Context: an optimization exercise on an open-source flow, tuned for small area and a short achievable clock period. The choices shown serve that exercise and are no tape-out recipe. RTL that was checked went through simulation tests only; none was proved equivalent to the original.

==> garnet: inputs <==
## MACRegister
module MACRegister(
    input clk,
    input rst,
    input [1:0] opcode,
    input [15:0] a,
    input [15:0] b,
    output [31:0] dataOut
    );
clock: 19.0 ns
lec_check: 0
cap_margin: 20
core_margin: 2
core_utilization: 40
setup_slack_margin: 1.0
slew_margin: 20
synth_hierarchical: 1
synth_minimum_keep_size: 0
standard.sh (not shown) runs the stock make flow with config.mk's settings and CLKGATE_MAP_FILE= SYNTH_SCRIPT=/design/flow/synth_recipe.tcl, a recipe that flattens the netlist after the stock synthesis.
==> flow/flow/run.sh <==
#!/bin/bash
# Standard ORFS layout, with the port buffers made of buf_2 cells instead of the default choice.
set -euo pipefail
bash standard.sh "BUFFER_PORTS_ARGS=-buffer_cell sky130_fd_sc_hd__buf_2" finish > make_finish.log 2>&1
==> inputs of xenon, as changes to garnet <==
--- a/flow/design.v
+++ b/flow/design.v
@@ -355,105 +355,19 @@
     HalfAdderN ha16(rt[0], pp0_0, s481, c482);
     FullAdder fa224(pp1_0, c482, s421, s483, c484);
     FullAdder fa225(c422, c484, s423, s485, c486);
     FullAdder fa226(c424, s425, c486, s487, c488);
     FullAdder fa227(c426, s427, c488, s489, c490);
     FullAdder fa228(c428, s429, c490, s491, c492);
     wire [31:0] x = {c480, c478, c476, c474, c472, c470, c468, c466, c464, c462, c460, c458, c456, c454, c452, c450, c448, c446, c444, c442, c440, c438, c436, c434, c432, c430, s491, s489, s487, s485, s483, s481};
     wire [31:0] y = {rt[31], s479, s477, s475, s473, s471, s469, s467, s465, s463, s461, s459, s457, s455, s453, s451, s449, s447, s445, s443, s441, s439, s437, s435, s433, s431, 1'b1, 1'b1, 1'b1, 1'b1, 1'b1, 1'b1};
-    wire [31:6] gn, tn, p;
-    Nand2 u_g6(x[6], y[6], gn[6]);
-    Nor2 u_t6(x[6], y[6], tn[6]);
-    Xor2 u_p6(x[6], y[6], p[6]);
-    Nand2 u_g7(x[7], y[7], gn[7]);
-    Nor2 u_t7(x[7], y[7], tn[7]);
-    Xor2 u_p7(x[7], y[7], p[7]);
-    Nand2 u_g8(x[8], y[8], gn[8]);
-    Nor2 u_t8(x[8], y[8], tn[8]);
-    Xor2 u_p8(x[8], y[8], p[8]);
-    Nand2 u_g9(x[9], y[9], gn[9]);
-    Nor2 u_t9(x[9], y[9], tn[9]);
-    Xor2 u_p9(x[9], y[9], p[9]);
-    Nand2 u_g10(x[10], y[10], gn[10]);
-    Nor2 u_t10(x[10], y[10], tn[10]);
-    Xor2 u_p10(x[10], y[10], p[10]);
-    Nand2 u_g11(x[11], y[11], gn[11]);
-    Nor2 u_t11(x[11], y[11], tn[11]);
-    Xor2 u_p11(x[11], y[11], p[11]);
-    Nand2 u_g12(x[12], y[12], gn[12]);
-    Nor2 u_t12(x[12], y[12], tn[12]);
-    Xor2 u_p12(x[12], y[12], p[12]);
-    Nand2 u_g13(x[13], y[13], gn[13]);
-    Nor2 u_t13(x[13], y[13], tn[13]);
-    Xor2 u_p13(x[13], y[13], p[13]);
-    Nand2 u_g14(x[14], y[14], gn[14]);
-    Nor2 u_t14(x[14], y[14], tn[14]);
-    Xor2 u_p14(x[14], y[14], p[14]);
-    Nand2 u_g15(x[15], y[15], gn[15]);
-    Nor2 u_t15(x[15], y[15], tn[15]);
-    Xor2 u_p15(x[15], y[15], p[15]);
-    Nand2 u_g16(x[16], y[16], gn[16]);
-    Nor2 u_t16(x[16], y[16], tn[16]);
-    Xor2 u_p16(x[16], y[16], p[16]);
-    Nand2 u_g17(x[17], y[17], gn[17]);
-    Nor2 u_t17(x[17], y[17], tn[17]);
-    Xor2 u_p17(x[17], y[17], p[17]);
-    Nand2 u_g18(x[18], y[18], gn[18]);
-    Nor2 u_t18(x[18], y[18], tn[18]);
-    Xor2 u_p18(x[18], y[18], p[18]);
-    Nand2 u_g19(x[19], y[19], gn[19]);
-    Nor2 u_t19(x[19], y[19], tn[19]);
-    Xor2 u_p19(x[19], y[19], p[19]);
-    Nand2 u_g20(x[20], y[20], gn[20]);
-    Nor2 u_t20(x[20], y[20], tn[20]);
-    Xor2 u_p20(x[20], y[20], p[20]);
-    Nand2 u_g21(x[21], y[21], gn[21]);
-    Nor2 u_t21(x[21], y[21], tn[21]);
-    Xor2 u_p21(x[21], y[21], p[21]);
-    Nand2 u_g22(x[22], y[22], gn[22]);
-    Nor2 u_t22(x[22], y[22], tn[22]);
-    Xor2 u_p22(x[22], y[22], p[22]);
-    Nand2 u_g23(x[23], y[23], gn[23]);
-    Nor2 u_t23(x[23], y[23], tn[23]);
-    Xor2 u_p23(x[23], y[23], p[23]);
-    Nand2 u_g24(x[24], y[24], gn[24]);
-    Nor2 u_t24(x[24], y[24], tn[24]);
-    Xor2 u_p24(x[24], y[24], p[24]);
-    Nand2 u_g25(x[25], y[25], gn[25]);
-    Nor2 u_t25(x[25], y[25], tn[25]);
-    Xor2 u_p25(x[25], y[25], p[25]);
-    Nand2 u_g26(x[26], y[26], gn[26]);
-    Nor2 u_t26(x[26], y[26], tn[26]);
-    Xor2 u_p26(x[26], y[26], p[26]);
-    Nand2 u_g27(x[27], y[27], gn[27]);
-    Nor2 u_t27(x[27], y[27], tn[27]);
-    Xor2 u_p27(x[27], y[27], p[27]);
-    Nand2 u_g28(x[28], y[28], gn[28]);
-    Nor2 u_t28(x[28], y[28], tn[28]);
-    Xor2 u_p28(x[28], y[28], p[28]);
-    Nand2 u_g29(x[29], y[29], gn[29]);
-    Nor2 u_t29(x[29], y[29], tn[29]);
-    Xor2 u_p29(x[29], y[29], p[29]);
-    Nand2 u_g30(x[30], y[30], gn[30]);
-    Nor2 u_t30(x[30], y[30], tn[30]);
-    Xor2 u_p30(x[30], y[30], p[30]);
-    Nand2 u_g31(x[31], y[31], gn[31]);
-    Nor2 u_t31(x[31], y[31], tn[31]);
-    Xor2 u_p31(x[31], y[31], p[31]);
-    wire [31:6] g = ~gn, t = ~tn;
-    wire [32:6] c;   
-    assign c[6] = c492;
-    genvar k;
-    generate for (k = 6; k < 32; k = k + 1) begin : carries
-        assign c[k + 1] = g[k] | (t[k] & c[k]);
-    end endgenerate
     wire [31:0] st;
     assign st[5:0] = x[5:0];
-    assign st[31:6] = p ^ c[31:6];
+    assign st[31:6] = x[31:6] + y[31:6] + c492;
     always @ (posedge clk) begin
         if (rst)
             register <= 32'd0;
         else case (opcode)
             2'd1:  
                 register <= {a, b};
             2'd2:  
                 register <= ~st;
==> flow/flow/run.sh (replaced) <==
#!/bin/bash
# Standard ORFS layout, with buf_2 port buffers, and timing repair aiming for 10 ns of
# setup slack at the design's clock period (i.e. a tighter internal target).
set -euo pipefail
bash standard.sh "BUFFER_PORTS_ARGS=-buffer_cell sky130_fd_sc_hd__buf_2" "SETUP_SLACK_MARGIN=10" finish > make_finish.log 2>&1
==> results.py <==
metrics = {
    "outcome": {
        "outcome": "timing/DRC/antenna clean",
    },
    "setup_path": {
        "worstReg2RegEnd": "register[26]",
    },
    "place": {
        "place_inst": 1252,
    },
    "synthesis": {
        "muxShareOfSynthArea": 0.00554,
    },
    "detailed_routing": {
        "drt_iter0_drc": 524,
    },
    "min_path": {
        "hp-start": "register[24]",
    },
    "finish": {
        "drive_above_1_share": 0.0918,
        "syn2layout_area_growth_pct": 7.13,
    },
}
# the run above: xenon

==> results.py <==
metrics = {
    "place": {
        "place_inst": 1246,
    },
    "finish": {
        "drive_above_1_share": 0.0924,
    },
    "setup_path": {
        "worstReg2RegEnd": "register[21]",
    },
    "outcome": {
        "outcome": "timing/DRC/antenna clean",
    },
}
# the run above: garnet

No functional check of the RTL was part of garnet.


==> inputs of job 9056 <==
Another version of the RTL of MACRegister (not shown whole).
==> flow/config.mk <==
export PLATFORM = sky130hd
export DESIGN_NAME = MACRegister
export DESIGN_NICKNAME = MACRegister
export VERILOG_FILES = /design/flow/design.v
export SDC_FILE = /design/flow/constraint.sdc
export NUM_CORES = 4
export LEC_CHECK = 0
export CAP_MARGIN = 20
export CORE_MARGIN = 2
export CORE_UTILIZATION = 40
export SETUP_SLACK_MARGIN = 1.0
export SLEW_MARGIN = 20
export SYNTH_HIERARCHICAL = 1
export SYNTH_MINIMUM_KEEP_SIZE = 0
==> flow/constraint.sdc <==
create_clock -name core_clock -period 19.0 [get_ports {clk}]
set_input_delay 3.8000 -clock core_clock [delete_from_list [all_inputs] [get_ports {clk}]]
set_output_delay 3.8000 -clock core_clock [all_outputs]
set_load 0.01 [all_outputs]
==> flow/flow/run.sh <==
#!/bin/bash
# Standard ORFS layout, with buf_2 port buffers, and timing repair aiming for 10 ns of
# setup slack at the design's clock period (i.e. a tighter internal target).
set -euo pipefail
bash standard.sh "BUFFER_PORTS_ARGS=-buffer_cell sky130_fd_sc_hd__buf_2" "SETUP_SLACK_MARGIN=10" finish > make_finish.log 2>&1
==> job 8068 (differences from job 9056) <==
==> flow/flow/run.sh (replaced) <==
#!/bin/bash
# Standard ORFS layout, with buf_2 port buffers, and timing repair aiming for 11 ns of
# setup slack at the design's clock period (i.e. a tighter internal target).
set -euo pipefail
bash standard.sh "BUFFER_PORTS_ARGS=-buffer_cell sky130_fd_sc_hd__buf_2" "SETUP_SLACK_MARGIN=11" finish > make_finish.log 2>&1
==> job 2668 (differences from job 9056) <==
==> flow/flow/run.sh (replaced) <==
#!/bin/bash
# Standard ORFS layout, with the port buffers made of buf_2 cells instead of the default choice.
set -euo pipefail
bash standard.sh "BUFFER_PORTS_ARGS=-buffer_cell sky130_fd_sc_hd__buf_2" finish > make_finish.log 2>&1
==> comparison <==
Die area is the same in job 8068 and job 2668. Sequential cell count is the same in job 8068 and job 2668. Against job 9056, the sequential share of layout area of job 8068 is lower by 0.77 points. The highest core utilization belongs to job 8068, the lowest to job 2668. Between job 2668 and job 8068, the lower first-iteration DRC count is in job 2668 (gap 24%, measured against job 8068).
No run of this note included a check of the RTL's function; only the layout flow was run.


==> job 9903 <==
MACRegister, a different RTL version from the one above (not shown whole).
clock: 19.0 ns
lec_check: 0
cap_margin: 20
core_margin: 2
core_utilization: 55
cts_buf_list: sky130_fd_sc_hd__clkbuf_8
place_density: 0.75
setup_slack_margin: 1.0
slew_margin: 20
synth_hierarchical: 1
synth_minimum_keep_size: 0
==> flow/flow/run.sh <==
#!/bin/bash
# Standard ORFS layout, with buf_2 port buffers (buf_1 on the outputs, flow/outbuf.tcl after
# global placement), and timing repair aiming for 11.25 ns of setup slack at the design's clock
# period (a tighter internal target), working on the worst paths only (TNS_END_PERCENT=0).
set -euo pipefail
export POST_GLOBAL_PLACE_TCL="$(pwd)/flow/outbuf.tcl"
bash standard.sh "BUFFER_PORTS_ARGS=-buffer_cell sky130_fd_sc_hd__buf_2" "SETUP_SLACK_MARGIN=11.25" "TNS_END_PERCENT=0" finish > make_finish.log 2>&1
==> flow/flow/outbuf.tcl <==
# After global placement: the buffers that buffer_ports put on the output ports drive only
# the port's load, so give them drive strength 1.
set db [ord::get_db]
set small [$db findMaster sky130_fd_sc_hd__buf_1]
set n 0
foreach bterm [[ord::get_db_block] getBTerms] {
  if {[$bterm getIoType] ne "OUTPUT"} { continue }
  set net [$bterm getNet]
  foreach iterm [$net getITerms] {
    if {![$iterm isOutputSignal]} { continue }
    set inst [$iterm getInst]
    if {[string match sky130_fd_sc_hd__buf_* [[$inst getMaster] getName]]} {
      $inst swapMaster $small
      incr n
    }
  }
}
puts "outbuf.tcl: $n output port buffers set to buf_1"
==> job 9972: changes against job 9903 <==
==> flow/flow/run.sh (replaced) <==
#!/bin/bash
# Standard ORFS layout, with buf_2 port buffers, and timing repair aiming for 10 ns of
# setup slack at the design's clock period (i.e. a tighter internal target).
set -euo pipefail
bash standard.sh "BUFFER_PORTS_ARGS=-buffer_cell sky130_fd_sc_hd__buf_2" "SETUP_SLACK_MARGIN=10" finish > make_finish.log 2>&1
- CTS_BUF_LIST: sky130_fd_sc_hd__clkbuf_8 -> default
removed: flow/flow/outbuf.tcl
==> qor summary <==
item	job 9903	job 9972
Clk_buf instances	7	6
Final design utilization	59.3%	57.2%
Area fraction of clock buffers and clock inverters	1.02%	1.47%
Clk Latency, worst-skew pair	0.32 ns	0.30 ns
Post-detailed-routing wire length	23200 um	22200 um
Met3 Resource Use GR	6.73%	6.11%
Headroom to the max-slew limit	56.3%	65.3%
Min Clock Period, post-route	7.89 ns	8.74 ns
Non-clock buffers, area share	6.77%	4.01%
Multi-input logic portion of the cell area	80.3%	82.2%
Outcome	timing/DRC/antenna clean	timing/DRC/antenna clean
Area occupied by multi-input gates	0.00759 mm^2	0.00749 mm^2
Crit path DAT	8.11 ns	8.93 ns


==> wip/zinc: inputs <==
MACRegister, a different RTL version from the one above (not shown whole).
## MACRegister
module MACRegister(
    input clk,
    input rst,
    input [1:0] opcode,
    input [15:0] a,
    input [15:0] b,
    output [31:0] dataOut
    );
==> flow/config.mk <==
export PLATFORM = sky130hd
export DESIGN_NAME = MACRegister
export DESIGN_NICKNAME = MACRegister
export VERILOG_FILES = /design/flow/design.v
export SDC_FILE = /design/flow/constraint.sdc
export NUM_CORES = 4
export LEC_CHECK = 0
export CAP_MARGIN = 20
export CORE_MARGIN = 2
export CORE_UTILIZATION = 40
export SETUP_SLACK_MARGIN = 1.0
export SLEW_MARGIN = 20
export SYNTH_HIERARCHICAL = 1
export SYNTH_MINIMUM_KEEP_SIZE = 0
==> flow/constraint.sdc <==
create_clock -name core_clock -period 19.0 [get_ports {clk}]
set_input_delay 3.8000 -clock core_clock [delete_from_list [all_inputs] [get_ports {clk}]]
set_output_delay 3.8000 -clock core_clock [all_outputs]
set_load 0.01 [all_outputs]
==> flow/flow/run.sh <==
#!/bin/bash
# Standard ORFS layout, with the port buffers made of buf_4 cells instead of the default choice.
set -euo pipefail
bash standard.sh "BUFFER_PORTS_ARGS=-buffer_cell sky130_fd_sc_hd__buf_4" finish > make_finish.log 2>&1
==> inputs of wip/umber, as changes to wip/zinc <==
==> flow/flow/run.sh (replaced) <==
#!/bin/bash
# Standard ORFS layout, with the port buffers made of buf_1 cells instead of the default choice.
set -euo pipefail
bash standard.sh "BUFFER_PORTS_ARGS=-buffer_cell sky130_fd_sc_hd__buf_1" finish > make_finish.log 2>&1
==> inputs of wip/fjord, as changes to wip/zinc <==
==> flow/flow/run.sh (replaced) <==
#!/bin/bash
# Standard ORFS layout, with the port buffers made of buf_2 cells instead of the default choice.
set -euo pipefail
bash standard.sh "BUFFER_PORTS_ARGS=-buffer_cell sky130_fd_sc_hd__buf_2" finish > make_finish.log 2>&1
==> comparison table <==
metric                                                                         wip/umber                 wip/zinc                wip/fjord
Result of the run                                                complete, no violations  complete, no violations  complete, no violations
Half-perimeter wire length after detailed placement                       18,100 microns           18,400 microns           18,200 microns
GR met2 Demand/Resource                                                            0.385                    0.391                    0.390
Tcrit/Tclk final                                                                   0.547                    0.514                    0.523
Worst Max-Slew Pin Slew                                                          1.17 ns                  1.00 ns                  1.08 ns
Worst hold-check slack                                                          0.528 ns                 0.526 ns                 0.524 ns
Post-route standard cell area excluding fillers                               9360 sq um               9500 sq um               9300 sq um
Layout clock buffer count                                                              6                        7                        6
Number of logic stages on the critical path including buffering                       24                       21                       21
Detailed-route wire length per cell                                         20.9 microns             21.2 microns             20.8 microns
Startpoint of the most critical setup path                                          a[1]                     a[0]                     a[0]
Vias in the first global route                                                     6,816                    7,218                    6,855
Non-clock buffers                                                                     88                       69                       69
Critical path arrival                                                           10.53 ns                  9.99 ns                 10.14 ns
Vias per inst                                                                       5.42                     5.42                     5.44
No functional check of the RTL was part of any run of this note.

==> port drivers added, routing unchanged <==
In the flow no input, the clock included, has a driving cell. The finished layouts below were timed again as built, in two steps. Step 1 (the two cells are an assumption about what drives the block):
set clk [get_ports {clk}]
set_driving_cell -lib_cell sky130_fd_sc_hd__clkbuf_16 $clk
set_driving_cell -lib_cell sky130_fd_sc_hd__buf_2 [delete_from_list [all_inputs] $clk]
Step 2 times the ports against the registers' clock, not the clock port: input delays grow and output delays shrink by t, the midpoint of the rising clock arrivals with the driver on. Three values: no drivers, after step 1, after step 2; two values: the first two.
run	shift t [ns]	setup slack, ns	worst setup path after step 2
garnet	0.331	9.882 / 9.897 / 9.567	input to register
xenon	0.323	10.199 / 10.212 / 9.890	input to register
job 9056	0.350	10.199 / 10.225 / 9.875	input to register
job 8068	0.348	10.409 / 10.404 / 10.057	input to register
job 2668	0.349	9.115 / 9.138 / 8.790	input to register
job 9903	0.356	11.114 / 11.103 / 10.747	input to register
job 9972	0.338	10.257 / 10.278 / 9.940	input to register
wip/zinc	0.342	9.227 / 9.242 / 8.900	input to register
wip/umber	0.335	8.610 / 8.617 / 8.283	input to register
wip/fjord	0.337	9.064 / 9.076 / 8.740	input to register
After both steps setup and hold are still met in every run listed. The setup slack of job 9903, which loses most, moves by -0.011 ns with the drivers and by -0.367 ns with both steps.
